This design comes from an exercise in tuning for small area on the open sky130 flow, not from production work.
The RTL was checked by simulation tests, not by an equivalence proof against the original design.
Power figures rest on the tool's default switching activity, not on a simulated workload.

`design/flow/constraint.sdc`:
```
create_clock -name core_clock -period 10.0 [get_ports {PCLK}]
set_input_delay 2.0000 -clock core_clock [delete_from_list [all_inputs] [get_ports {PCLK}]]
set_output_delay 2.0000 -clock core_clock [all_outputs]
set_load 0.01 [all_outputs]
```
`design/flow/flow/synth_area.tcl`:
```
# The standard flow's synthesis script (synth_recipe.tcl, sourced unchanged) with the
# final ABC technology mapping run with an area-oriented script
# (flow/area.abc) instead of ORFS's delay-oriented one.  Registers are
# mapped before ABC runs, so they are the same as the standard synthesis's.
proc abc {args} {
  set i [lsearch -exact $args -script]
  if { $i >= 0 } {
    lset args [expr { $i + 1 }] $::env(AREA_ABC_SCRIPT)
  }
  yosys abc {*}$args
}
source $::env(FLOW_SYNTH_TCL)
```
`design/flow/design.v`:
```
module APB_UART(
input         PCLK            ,  
input         PRST_N          ,  
input         PSEL            ,
input         PENABLE         ,
input         PWRITE          ,
input  [31:0] PADDR           ,
input  [31:0] PWDATA          ,
output [31:0] PRDATA          ,
output        IRQ             ,
input         Rxd_i           ,
input         ExtClk_i        ,
output        Txd_o
);
parameter    CTRL_ADDR    = 6'b000001;
parameter    STATUS_ADDR  = 6'b000010;
parameter    SCALER_ADDR  = 6'b000100;
parameter    RHOLD_ADDR   = 6'b001000;
parameter    THOLD_ADDR   = 6'b010000;
wire         Wr   = PSEL & PENABLE &  PWRITE;
wire         Rd   = PSEL & PENABLE & ~PWRITE;
wire         WrCtrl   = Wr & (PADDR[5:0] == CTRL_ADDR);
wire         WrStatus = Wr & (PADDR[5:0] == STATUS_ADDR);
wire         WrScaler = Wr & (PADDR[5:0] == SCALER_ADDR);
wire         WrThold  = Wr & (PADDR[5:0] == THOLD_ADDR);
wire         RdRhold  = Rd & (PADDR[5:0] == RHOLD_ADDR);
reg          RE, TE, PE, PS, ECE;
always @(posedge PCLK or negedge PRST_N) begin
    if (!PRST_N)
        {RE,TE,PE,PS,ECE} <= 5'b0;
    else if (WrCtrl)
        {RE,TE,PE,PS,ECE} <= PWDATA[4:0];
end
reg    [31:0]SCALER;
reg          ScVld;
reg          CntVld;
reg          ExtClkQ;
always @(posedge PCLK) begin
    if (WrScaler) SCALER <= PWDATA;
end
always @(posedge PCLK or negedge PRST_N) begin
    if (!PRST_N)       ScVld <= 1'b0;
    else if (WrScaler) ScVld <= 1'b1;
end
localparam   CntPol = 32'h55555555;
reg    [31:0]CntQ;
wire   [31:0]NCnt = CntQ ^ CntPol;
wire   [32:0]Carry;
assign Carry[0] = 1'b1;
genvar gi;
generate
    for (gi = 0; gi < 32; gi = gi + 1) begin : g_carry
        assign Carry[gi+1] = Carry[gi] & NCnt[gi];
    end
endgenerate
wire         CntZero = ~CntVld | Carry[32];
always @(posedge PCLK) begin
    if (CntZero) CntQ <= ~SCALER ^ CntPol;
    else         CntQ <= (NCnt ^ Carry[31:0]) ^ CntPol;
end
always @(posedge PCLK or negedge PRST_N) begin
    if (!PRST_N)      CntVld <= 1'b0;
    else if (CntZero) CntVld <= ScVld;
end
always @(posedge PCLK or negedge PRST_N) begin
    if (!PRST_N) ExtClkQ <= 1'b0;
    else         ExtClkQ <= ExtClk_i;
end
wire         Tick = ECE ? (ExtClk_i & ~ExtClkQ) : CntZero;
reg          StateRxIdle, StateRxStart, StateRxData, StateRxParity, StateRxStop;
reg          RxdQ1, RxdQ2, RxdFilterQ1, RxdFilterQ2, RxdFilterQ3, Rxd, RxdQ;
reg    [ 2:0]RxTickCnt;
reg          RxTick;
reg          BreakReceive, OverRun, ParityErr, FrmErr;
reg    [ 7:0]RShift;
reg          RSEmpty;
reg          RxDataParity;
reg          RxFirst;
reg    [ 2:0]RRAddr, RWAddr;
reg          RWrap;
reg    [ 3:0]RCnt;
wire         iRFifoFull  = RCnt[3];
wire         StartToggle = ~Rxd & RxdQ;
wire         StartRxIdle   = (StateRxStart & RxTick & Rxd) | (StateRxStop & RxTick);
wire         StartRxStart  = RE & StateRxIdle & StartToggle;
wire         StartRxData   = StateRxStart & RxTick & ~Rxd;
wire         RxLast        = ~RShift[0] & ~RxFirst;
wire         StartRxParity = PE & StateRxData & RxTick & RxLast;
wire         StartRxStop   = (~PE & StateRxData & RxTick & RxLast) | (StateRxParity & RxTick);
wire         StopTick  = StateRxStop & RxTick;
wire         RWrite    = ~RSEmpty & ~iRFifoFull & (StateRxIdle | (StopTick & Rxd & ~RxDataParity));
wire         RRead     = RdRhold & (|RCnt);
always @(posedge PCLK) begin
    if (StartRxStart) begin
        RxTickCnt <= 3'b100;
        RxTick    <= 1'b0;
    end
    else begin
        if (Tick) RxTickCnt <= RxTickCnt + 1'b1;
        RxTick <= (&RxTickCnt) & Tick;
    end
end
always @(posedge PCLK or negedge PRST_N) begin
    if (!PRST_N) begin
        RxdQ1       <= 1'b0;
        RxdQ2       <= 1'b0;
        RxdFilterQ1 <= 1'b0;
        RxdFilterQ2 <= 1'b0;
        RxdFilterQ3 <= 1'b0;
        Rxd         <= 1'b0;
        RxdQ        <= 1'b0;
    end
    else begin
        RxdQ1 <= Rxd_i;
        RxdQ2 <= RxdQ1;
        if (Tick) begin
            RxdFilterQ1 <= RxdQ2;
            RxdFilterQ2 <= RxdFilterQ1;
            RxdFilterQ3 <= RxdFilterQ2;
        end
        Rxd  <= (RxdFilterQ3 & RxdFilterQ2) | (RxdFilterQ3 & RxdFilterQ1) | (RxdFilterQ2 & RxdFilterQ1);
        RxdQ <= Rxd;
    end
end
reg    [ 2:0]RxState;
always @(*) begin
    StateRxIdle   = (RxState == 3'b000);
    StateRxStart  = ~RxState[1] & RxState[0];
    StateRxData   = RxState[1] & ~RxState[0];
    StateRxParity = RxState[1] & RxState[0];
    StateRxStop   = RxState[2];
end
always @(posedge PCLK or negedge PRST_N) begin
    if (!PRST_N)
        RxState <= 3'b000;
    else if (StartRxStart)
        RxState <= 3'b001;
    else if (StartRxIdle)
        RxState <= 3'b000;
    else if (StartRxData)
        RxState <= 3'b010;
    else if (StartRxParity)
        RxState <= 3'b011;
    else if (StartRxStop)
        RxState <= 3'b100;
end
always @(posedge PCLK) begin
    if (StartRxData)
        RxFirst <= 1'b1;
    else if (StateRxData & RxTick)
        RxFirst <= 1'b0;
end
always @(posedge PCLK) begin
    if (StartRxStart) begin
        RxDataParity <= PS;
    end
    else if (RxTick) begin
        if (StateRxData)
            RShift <= RxFirst ? {Rxd, 7'h3F} : {Rxd, RShift[7:1]};
        if (StateRxData | StateRxParity)
            RxDataParity <= RxDataParity ^ Rxd;
    end
end
always @(posedge PCLK or negedge PRST_N) begin
    if (!PRST_N)
        RSEmpty <= 1'b1;
    else if (StartRxStart)
        RSEmpty <= 1'b0;
    else if ((StateRxIdle & ~iRFifoFull) | (StateRxStart & StartRxIdle) |
             (StopTick & (~Rxd | (~RxDataParity & ~iRFifoFull))))
        RSEmpty <= 1'b1;
end
reg    [63:0]RRing;
reg    [ 2:0]RPh;
reg          RPend;
wire   [ 2:0]RWStage = RWAddr + RPh;
wire         RWrNow  = (RWrite | RPend) & (&RWStage);
always @(posedge PCLK or negedge PRST_N) begin
    if (!PRST_N) begin
        RPh   <= 3'b0;
        RPend <= 1'b0;
    end
    else begin
        RPh   <= RPh + 1'b1;
        RPend <= (RWrite | RPend) & ~RWrNow;
    end
end
always @(posedge PCLK) begin
    RRing[ 7: 0] <= RWrNow ? RShift : RRing[63:56];
    RRing[63: 8] <= RRing[55: 0];
end
wire   [ 2:0]RRStage = RRAddr + RPh;
wire   [ 7:0]RRSel = 8'b1 << RRStage;
reg    [ 7:0]RRingOut;
integer ri;
always @(*) begin
    RRingOut = 8'b0;
    for (ri = 0; ri < 8; ri = ri + 1)
        RRingOut = RRingOut | ({8{RRSel[ri]}} & RRing[ri*8 +: 8]);
end
wire         RBypass  = RPend & (RRAddr == RWAddr);
wire   [ 7:0]RHoldOut = RBypass ? RShift : RRingOut;
always @(posedge PCLK or negedge PRST_N) begin
    if (!PRST_N) begin
        RWAddr <= 3'b0;
        RWrap  <= 1'b0;
    end
    else if (RWrNow) begin
        RWAddr <= RWAddr + 1'b1;
        if (&RWAddr) RWrap <= 1'b1;
    end
end
always @(posedge PCLK or negedge PRST_N) begin
    if (!PRST_N)     RCnt <= 4'b0;
    else if (RWrite) RCnt <= RCnt + 1'b1;
    else if (RRead)  RCnt <= RCnt - 1'b1;
end
always @(posedge PCLK or negedge PRST_N) begin
    if (!PRST_N)    RRAddr <= 3'b0;
    else if (RRead) RRAddr <= RRAddr + 1'b1;
end
wire         RHoldVld = RWrap | (RRAddr < RWAddr) | RBypass;
always @(posedge PCLK or negedge PRST_N) begin
    if (!PRST_N) begin
        FrmErr       <= 1'b0;
        BreakReceive <= 1'b0;
        OverRun      <= 1'b0;
        ParityErr    <= 1'b0;
    end
    else if (WrStatus) begin
        {FrmErr, BreakReceive, OverRun, ParityErr} <= PWDATA[3:0];
    end
    else begin
        if (StopTick & ~Rxd &  (|RShift)) FrmErr       <= 1'b1;
        if (StopTick & ~Rxd & ~(|RShift)) BreakReceive <= 1'b1;
        if (StateRxIdle & StartToggle & ~RSEmpty) OverRun <= 1'b1;
        if (StopTick & Rxd & RxDataParity) ParityErr <= 1'b1;
    end
end
reg    [ 7:0]THold[0:7];
reg    [ 9:1]TShift;            
reg          TShift0;
reg          TxDataParity;
reg    [ 2:0]TWAddr, TRAddr;
reg          TWrap;
reg    [ 3:0]TCnt;
reg    [ 2:0]TxTickCnt;
reg          TxTick;
reg          StateTxIdle, StateTxData, StateTxParity, StateTxStop;
wire         iTFifoFull = TCnt[3];
wire         iTHEmpty   = ~(|TCnt);
wire         TWrite     = WrThold & ~iTFifoFull;
wire         TLast         = (&TShift[9:2]) & ~TShift[1];
wire         StartTxIdle   = StateTxStop & TxTick;
wire         StartTxData   = StateTxIdle & TE & ~iTHEmpty & TxTick;
wire         StartTxParity = StateTxData & TLast & TxTick & PE;
wire         StartTxStop   = (StateTxData & TLast & TxTick & ~PE) | (StateTxParity & TxTick);
always @(posedge PCLK or negedge PRST_N) begin
    if (!PRST_N)
        TxTickCnt <= 3'b0;
    else if (Tick)
        TxTickCnt <= TxTickCnt + 1'b1;
end
always @(posedge PCLK or negedge PRST_N) begin
    if (!PRST_N)
        TxTick <= 1'b0;
    else
        TxTick <= (&TxTickCnt) & Tick;
end
reg    [ 1:0]TxState;
always @(*) begin
    StateTxIdle   = (TxState == 2'b00);
    StateTxData   = (TxState == 2'b01);
    StateTxParity = (TxState == 2'b10);
    StateTxStop   = (TxState == 2'b11);
end
always @(posedge PCLK or negedge PRST_N) begin
    if (!PRST_N)
        TxState <= 2'b00;
    else if (StartTxData)
        TxState <= 2'b01;
    else if (StartTxParity)
        TxState <= 2'b10;
    else if (StartTxStop)
        TxState <= 2'b11;
    else if (StartTxIdle)
        TxState <= 2'b00;
end
always @(posedge PCLK) begin
    if (TWrite) THold[TWAddr] <= PWDATA[7:0];
end
always @(posedge PCLK or negedge PRST_N) begin
    if (!PRST_N) begin
        TWAddr <= 3'b0;
        TWrap  <= 1'b0;
    end
    else if (TWrite) begin
        TWAddr <= TWAddr + 1'b1;
        if (&TWAddr) TWrap <= 1'b1;
    end
end
always @(posedge PCLK or negedge PRST_N) begin
    if (!PRST_N)          TRAddr <= 3'b0;
    else if (StartTxData) TRAddr <= TRAddr + 1'b1;
end
always @(posedge PCLK or negedge PRST_N) begin
    if (!PRST_N)          TCnt <= 4'b0;
    else if (TWrite)      TCnt <= TCnt + 1'b1;
    else if (StartTxData) TCnt <= TCnt - 1'b1;
end
wire   [ 7:0]TRSel = (TWrap | (TRAddr < TWAddr)) ? (8'b1 << TRAddr) : 8'b0;
reg    [ 7:0]THead;
integer ti;
always @(*) begin
    THead = 8'b0;
    for (ti = 0; ti < 8; ti = ti + 1)
        THead = THead | ({8{TRSel[ti]}} & THold[ti]);
end
always @(posedge PCLK) begin
    if (StartTxData) begin
        TShift       <= {1'b0, THead};
        TxDataParity <= PS;
    end
    else if (TxTick & ~StateTxIdle) begin
        TShift <= {1'b1, TShift[9:2]};
        if (StateTxData) TxDataParity <= TxDataParity ^ TShift[1];
    end
end
always @(posedge PCLK or negedge PRST_N) begin
    if (!PRST_N)
        TShift0 <= 1'b1;
    else if (StartTxData)
        TShift0 <= 1'b0;
    else if (StartTxParity)
        TShift0 <= TxDataParity;
    else if (StartTxStop)
        TShift0 <= 1'b1;
    else if (TxTick & ~StateTxIdle)
        TShift0 <= TShift[1];
end
reg          Txd;
always @(posedge PCLK or negedge PRST_N) begin
    if (!PRST_N) Txd <= 1'b0;
    else         Txd <= TShift0;
end
reg          iIRQ;
always @(posedge PCLK or negedge PRST_N) begin
    if (!PRST_N) iIRQ <= 1'b0;
    else         iIRQ <= iRFifoFull | iTFifoFull | StopTick;
end
wire         RdSel = Rd;
assign PRDATA[31:8] = (RdSel & (PADDR[5:0] == SCALER_ADDR) & ScVld) ? SCALER[31:8] : 24'b0;
assign PRDATA[7:0]  = ((RdSel & (PADDR[5:0] == SCALER_ADDR) & ScVld) ? SCALER[7:0] : 8'b0) |
                      ((RdSel & (PADDR[5:0] == RHOLD_ADDR) & RHoldVld) ? RHoldOut : 8'b0) |
                      ((RdSel & (PADDR[5:0] == CTRL_ADDR)) ? {3'b0,RE,TE,PE,PS,ECE} : 8'b0) |
                      ((RdSel & (PADDR[5:0] == STATUS_ADDR)) ? {4'b0,FrmErr,BreakReceive,OverRun,ParityErr} : 8'b0);
assign IRQ   = iIRQ;
assign Txd_o = Txd;
endmodule
```
`design/flow/flow/area.abc`:
```
strash
dch
amap -F 4 -A 8
strash
dch
amap -F 4 -A 8
topo
```
`design/flow/flow/run.sh`:
```
#!/bin/bash
# The standard layout (standard.sh's ORFS make line), except:
#  - synthesis uses flow/synth_area.tcl: synth_recipe.tcl unchanged, but the
#    final ABC mapping uses the area-oriented flow/area.abc, and adders are
#    left to ABC (ADDER_MAP_FILE empty: no half/full adder cells);
#  - buf_1 port buffers;
#  - a clock tree of clustered clkbuf_4 buffers.
set -o pipefail
HERE=$(pwd)
export AREA_ABC_SCRIPT=$HERE/flow/area.abc
export FLOW_SYNTH_TCL=$HERE/synth_recipe.tcl
export BUFFER_PORTS_ARGS="-buffer_cell sky130_fd_sc_hd__buf_1"
export CTS_ARGS="-sink_clustering_enable -repair_clock_nets -buf_list sky130_fd_sc_hd__clkbuf_4 -dont_use_dummy_load -sink_clustering_size 10 -sink_clustering_max_diameter 60"
sed "s#SYNTH_SCRIPT=[^ ]*#SYNTH_SCRIPT=$HERE/flow/synth_area.tcl ADDER_MAP_FILE=#" standard.sh > standard_area.sh
grep -q "SYNTH_SCRIPT=$HERE/flow/synth_area.tcl" standard_area.sh || { echo "could not set SYNTH_SCRIPT" > run_error.log; exit 1; }
bash standard_area.sh > standard.log 2>&1
```
`design/flow/standard.sh`:
```
#!/bin/bash
# synth_recipe.tcl (not shown) runs the flow's synth.tcl, then flattens the netlist and writes it again
# the make line also repeats each setting of config.mk as NAME=value (left out here)
make -C /OpenROAD-flow-scripts/flow DESIGN_CONFIG=/design/flow/config.mk WORK_HOME=/design/flow/orfs CLKGATE_MAP_FILE= SYNTH_SCRIPT=/design/flow/synth_recipe.tcl "${@:-finish}"
```
`design/flow/config.mk`:
```
export PLATFORM = sky130hd
export DESIGN_NAME = APB_UART
export DESIGN_NICKNAME = APB_UART
export VERILOG_FILES = /design/flow/design.v
export SDC_FILE = /design/flow/constraint.sdc
export NUM_CORES = 4
export LEC_CHECK = 0
export CAP_MARGIN = 20
export CORE_MARGIN = 2
export CORE_UTILIZATION = 80
export SLEW_MARGIN = 20
```
==> results.toml, run 1 <==
[outcome]
outcome = "no timing/DRC/antenna violations"

[grt]
grt_usage_pct = 35.6
grt_max_degree = 59
grt_overflow_total = 0
grt_pass1_wl_microns = 36300
antenna_found_initial = 0
first_global_vias = 7428

[clock_tree]
clock_latency_ns = 0.68
cts_made_buffers = 31
h-tree-depth = 1
cts_sinks = 274
ctsHoldBuffers = 0
cts_root_buf = "clkbuf_4"
cts_tree = "yes"
post-cts-setup-buffers = 0
clkTransAtPathRegs_ns = 0.11
clk_path_buf_depth = 3
post_cts_resized = 0

[setup_path]
crit_type = "reg -> reg"
worst_path_max_delay_cell = "clkinv_1"
start_kind = "register"
worstPathArrival_ns = 8.93
required_ns = 10.57
worst_path_most_repeated_cell = "nand2_1"
endpoint_kind = "register"
path_max_fanout = 36
max_stage_delay_ns = 0.66

[timing]
setup_viol = 0
slew_headroom_pct = 37.2
finalCritPeriodShare_pct = 83.7
hold_violations = 0
fin_skew_ns = 0.0453
rsz0062_at_grt = "false"
tightest_slew_ns = 0.939
setup_slack_ns = 1.63
report.final.slew_viol_count = 0
min_period_ns = 8.37
max_clock_freq_mhz = 120
tns_ns = 0

[routing]
vias = 7508
final_antenna_net_count = 0
first_pass_iters = 6
drc_errors = 0
via_per_inst = 6.72
wl_microns = 23300
wl_per_cell_microns = 20.8
drtIter0Drc = 1060

[cells_and_area]
final_cell_mix = "edfxtp_1, dfxtp_1, nor2_1, clkinv_1, buf_1"
n_fill_cell = 521
diodes = 0
fin_nets = 1023
area_growth_pct = 8.20
layout-drive-gt1-share_pct = 4.95
final_common_cell = "edfxtp_1"

[place]
gp_congestion = 0.932
pre_cts_ws_ns = 1.51
io_buffers = 78
dp_hpwl_microns = 16300

[pwr]
p_leak_nw = 3.72
power_density_mw_per_mm2 = 219
ir_worst_vdd_uv = 198

[synthesis]
synth_ff_type = "edfxtp_1"
yosysWarnings = 1
syn_inst = 833
syn_area_sq_mm = 0.00994
synth_edf_count = 114
synth.avg_cell_area_sq_um = 11.9
postSynth.asyncResetShare_pct = 21.2
yosysSeqAreaShare_pct = 69.6
synth_fp_nets = 904
ys_types = 42
synth_seq_cells = 274

[job]
maxCapViolCount = 0

[die]
dieWidth_microns = 115
core_sq_mm = 0.0121
die_y_microns = 115
io_pins = 105
start_util_pct = 82.4
placementRows = 40
dieArea_sq_mm = 0.0133

[min_path]
hp-class = "reg -> reg"
-- per-layer routing --
| metal | track usage [%] | vias up | routed length, microns |
|---|---|---|---|
| met2 | 62.0 | 499 | 11900 |
| met4 | 13.3 | 0 | 791 |
| met3 | 5.54 | 78 | 2170 |
| met5 | 0 | - | 0 |
| met1 | 45.7 | 3563 | 8480 |
| li1 | - | 3368 | - |
-- area by class of cell --
cell class	count	area [sq um]	area share, %
Tap cell	168	210	1.95
Inverter	93	349	3.25
Timing Repair Buffer	86	352	3.27
Sequential cell	274	6920	64.3
Multi-Input combinational cell	466	2690	25.0
Clock buffer	31	233	2.16
-- cell usage after synthesis (6+ instances only) --
master | instances | area [sq um]
a22o_1 | 6 | 52.6
edfxtp_1 | 114 | 3420
a22oi_1 | 6 | 45.0
nand3_1 | 7 | 35.0
dfxtp_1 | 102 | 2040
nor2b_1 | 16 | 100
o22ai_1 | 52 | 325
nor2_1 | 98 | 368
nand2_1 | 53 | 199
nor4_1 | 6 | 37.5
nor3_1 | 13 | 65.1
or2_0 | 10 | 62.6
clkinv_1 | 93 | 349
and3_1 | 7 | 43.8
a21oi_1 | 34 | 170
a222oi_1 | 34 | 340
o21ai_0 | 59 | 295
dfrtp_1 | 56 | 1400
a221oi_1 | 16 | 140
-- worst max-delay path: cells and delay by family (launching register included) --
kind                   cells  cell delay (ns)
AO/OA/AOI/OAI              2             0.54
AND/OR/NAND/NOR           35             5.92
flip-flops                 1             0.33
buffers and inverters      4             1.43
-- through the flow --
step | utilization [%] | total power [W] | hold slack [ns] | instances | instance area, sq um
6_report | 89.2 | 0.00235 | 0.297 | 1118 | 10800
5_1_grt | 89.2 | 0.00245 | 0.303 | 1118 | 10800
4_1_cts | 89.0 | 0.00234 | 0.303 | 1118 | 10700
3_5_place_dp | 87.1 | 0.00190 | 0.342 | 1087 | 10500
3_3_place_gp | 87.0 | 0.00184 | 0.334 | 1086 | 10500
2_1_floorplan | - | 0.00175 | 0.330 | 833 | 9940
-- flip-flops by register name, indices dropped and copies added, names as in the netlist, 2 cells and up --
register and flops:
RPh 3, RWAddr 3, RxTickCnt 3, TxState 2, TxTickCnt 3, RCnt 4, CntQ 32, RxState 3
RRing 64, RShift 8, TCnt 4, TWAddr 3, TRAddr 3, RRAddr 3, TShift 9, SCALER 32
THold 64
-- logic make-up after synthesis --
group / share of synthesized area, %
xor+xnor: 0.0881
compound gates: 16.7
flops: 69.6
buf+inv: 3.51
simple gates: 10.1
-- power breakdown --
| group | switching [W] | leakage [nW] | internal [W] |
|---|---|---|---|
| sequential | 0.000128 | 2.54 | 0.00137 |
| combinational | 0.000238 | 1.03 | 0.000153 |
| clock | 0.000319 | 0.143 | 0.000142 |
| total | 0.000685 | 3.72 | 0.00167 |
-- path summary, 6_finish.rpt --
kind                                endpoint  cells past startpoint  startpoint  slack, ns
worst max-delay path            TxTickCnt[2]                     41     CntQ[0]       1.63
worst min-delay path               RRing[49]                      0   RRing[41]       0.30
worst max register to register  TxTickCnt[2]                     41     CntQ[0]       1.63
worst min register to register     RRing[49]                      0   RRing[41]       0.30
max in group asynchronous          TRAddr[1]                      2      PRST_N       8.05
min in group asynchronous              RxdQ2                      2      PRST_N       1.44
==> inputs of run 2 (changes only) <==
--- a/design/flow/config.mk
+++ b/design/flow/config.mk
@@ -7,5 +7,5 @@
 export LEC_CHECK = 0
 export CAP_MARGIN = 20
 export CORE_MARGIN = 2
-export CORE_UTILIZATION = 80
+export CORE_UTILIZATION = 65
 export SLEW_MARGIN = 20
==> run 2 against run 1 <==
Fmax up 22%; clock skew fell by 0.00060 ns; register-to-register slack better by 1.6 ns; synthesized cell count did not move; area after synthesis is the same; setup slack better by 1.5 ns; first-iteration DRC count down 27%; utilization down 18 points; largest power group unchanged.
==> results.toml, run 2 <==
[outcome]
outcome = "no timing/DRC/antenna violations"

[timing]
setup_viol = 0
tightest_slew_ns = 0.930
min_period_ns = 6.83
rsz0062_at_grt = "false"
slew_headroom_pct = 37.9
finalCritPeriodShare_pct = 68.3
report.final.slew_viol_count = 0
tns_ns = 0
fin_skew_ns = 0.0447
hold_violations = 0
max_clock_freq_mhz = 146

[place]
dp_hpwl_microns = 14800
io_buffers = 78
gp_congestion = 0.923

[die]
dieWidth_microns = 128
core_sq_mm = 0.0151
io_pins = 105
die_y_microns = 128
placementRows = 45
dieArea_sq_mm = 0.0163
start_util_pct = 65.9

[cells_and_area]
reg.largest.list = "RRing x64, THold x64"
layout-drive-gt1-share_pct = 4.93
fin_nets = 1026
final_common_cell = "edfxtp_1"
final_cell_mix = "edfxtp_1, dfxtp_1, nor2_1, clkinv_1, buf_1"
area_growth_pct = 8.67
fin_util_pct = 71.6

[synthesis]
synth_seq_cells = 274
synth_edf_count = 114
syn_inst = 833
synth_fp_nets = 904
ys_types = 42
synth_top_area_cell = "edfxtp_1"
synth_area_leaders = "edfxtp_1, dfxtp_1, dfrtp_1, nor2_1, clkinv_1"
synth.avg_cell_area_sq_um = 11.9
yosys.cell_count.top_type = "edfxtp_1"
postSynth.asyncResetShare_pct = 21.2
yosysTopAreaCellShare_pct = 34.4
yosysWarnings = 1
synthTopCellsByCount = "edfxtp_1, dfxtp_1, nor2_1, clkinv_1, o21ai_0"
synth_ff_type = "edfxtp_1"
syn_area_sq_mm = 0.00994
yosysSeqAreaShare_pct = 69.6

[setup_path]
regToRegStartpoint = "CntQ[0]"
r2r_end = "TxTickCnt[2]"
path_buf_inv = 3
start_kind = "input port"
max_stage_delay_ns = 0.82
r2r_slack_ns = 3.28
required_ns = 8.00
crit_type = "in -> out"
path_max_fanout = 27
worst_path_most_repeated_cell = "buf_1"
rr_worst_depth = 41
worstPathArrival_ns = 4.83
endpoint_kind = "primary output"
worst_path_max_delay_cell = "clkinv_1"
path_cells = "buf_1 > or2_0 > nor2_1 > nand4_1 > nor3b_1 > clkinv_1 > o221ai_1 > buf_1"
startpoint = "PADDR[5]"
cp_top_family = "simple AND/OR/NAND/NOR gates"

[routing]
wl_microns = 21700
drc_errors = 0
final_antenna_net_count = 0
wl_per_cell_microns = 19.0
drtIter0Drc = 774
via_per_inst = 6.26
vias = 7151
first_pass_iters = 8

[grt]
busiest_layer = "met2"
grt_pass1_wl_microns = 34500
first_global_vias = 6869
grt_overflow_total = 0
use_met1_pct = 38.0
grt_usage_pct = 26.8
met3_usage_pct = 4.88
met2_usage_pct = 43.5
antenna_found_initial = 1
grt_max_degree = 59

[clock_tree]
post-cts-setup-buffers = 0
h-tree-depth = 1
ctsHoldBuffers = 0
cts_sinks = 274
clk_path_buf_depth = 3
cts_root_buf = "clkbuf_4"
clock_latency_ns = 0.67
cts_made_buffers = 31
clkTransAtPathRegs_ns = 0.10
post_cts_resized = 0
cts_tree = "yes"

[job]
maxCapViolCount = 0

[min_path]
hp-start = "RRing[51]"
hold_depth = 0
worstHoldEndpoint = "RRing[59]"
hp-class = "reg -> reg"

[pwr]
p_leak_nw = 3.74
ir_worst_vdd_uv = 157
power_density_mw_per_mm2 = 216
-- run 2: cells by family (layout without fill, tap and decap cells) --
logic type	after synthesis	after routing	share of synthesized area (%)
buffers and inverters	93	213	3.51
AOI/OAI and AO/OA	241	241	16.7
other	0	1	0
xor gates and xnor gates	1	1	0.0881
DFF	274	274	69.6
and+or+nand+nor	224	224	10.1
-- run 2: cell type report --
type / instances / area, sq um
inverter: 93 / 349
multi-input combinational: 466 / 2690
antenna: 1 / 2.50
fill: 1120 / 4290
timing repair buffer: 89 / 377
sequential: 274 / 6920
clock buffer: 31 / 233
tap: 188 / 235
-- run 2: how the worst max path moves through the flow --
stage | depth (start not counted) | to | slack [ns]
2_1_floorplan | 40 | TxTickCnt[2] | 3.54
3_5_place_dp | 41 | TxTickCnt[2] | 3.10
4_1_cts | 41 | TxTickCnt[2] | 3.03
5_1_grt | 41 | TxTickCnt[2] | 2.12
6_report | 8 | PRDATA[4] | 3.17
3_3_place_gp | 8 | PRDATA[6] | 3.33
-- run 2: through the flow --
stage	cells	hold WS [ns]	power (W)	instance area [sq um]	setup WS [ns]
after global placement	1110	0.333	0.00184	10600	3.33
final	1142	0.306	0.00233	10800	3.17
after detailed placement	1110	0.336	0.00188	10600	3.10
after global routing	1142	0.323	0.00246	10800	2.12
after floorplan	833	0.330	0.00175	9940	3.54
after CTS	1141	0.305	0.00233	10800	3.03
-- run 2: worst register-to-register path: cells and delay by family, from the launching register on --
kind	cells	cell delay [ns]
buffers and inverters	4	0.99
AOI/OAI and AO/OA	2	0.43
and+or+nand+nor	35	4.87
DFF	1	0.33
-- run 2: metal layers --
layer,wire [microns],vias to the layer above
li1,-,3390
met1,9240,3444
met2,10300,281
met3,1780,36
met4,349,0
met5,0,-
-- run 2: power breakdown --
| group | switching, W | leakage [nW] | total, W | internal (W) |
|---|---|---|---|---|
| Sequential | 0.000119 | 2.54 | 0.00149 | 0.00137 |
| Clock | 0.000323 | 0.143 | 0.000465 | 0.000142 |
| Combinational | 0.000221 | 1.05 | 0.000375 | 0.000154 |
| Total | 0.000663 | 3.74 | 0.00233 | 0.00167 |

==> separate check: timing with driven ports <==
Ports are ideal in the flow. The routed layouts listed here were re-timed in OpenROAD. Step 1: set_driving_cell puts a clkbuf_16 on PCLK and a buf_2 on each other input, an assumption about the parent block. Step 2 also shifts input and output timing later by t, the mid clock arrival at the registers, as if the neighbouring blocks saw the same clock. a / b / c = ideal ports / drivers / drivers and shift; a / b = the first two.
| run | t (ns) | setup WS [ns] | hold slack, ns | worst register clock-pin slew, ns | pins driven straight from the clock port |
|---|---|---|---|---|---|
| run 1 | 0.693 | 1.633 / 1.633 / 1.633 | 0.297 / 0.297 / 0.297 | 0.11 / 0.11 | 1 |
| run 2 | 0.690 | 3.170 / 3.147 / 3.147 | 0.306 / 0.306 / 0.306 | 0.11 / 0.11 | 1 |
After both steps setup and hold are still met in every run listed. For run 2, which loses most, drivers alone change the setup slack by -0.023 ns; drivers and shift together by -0.023 ns.
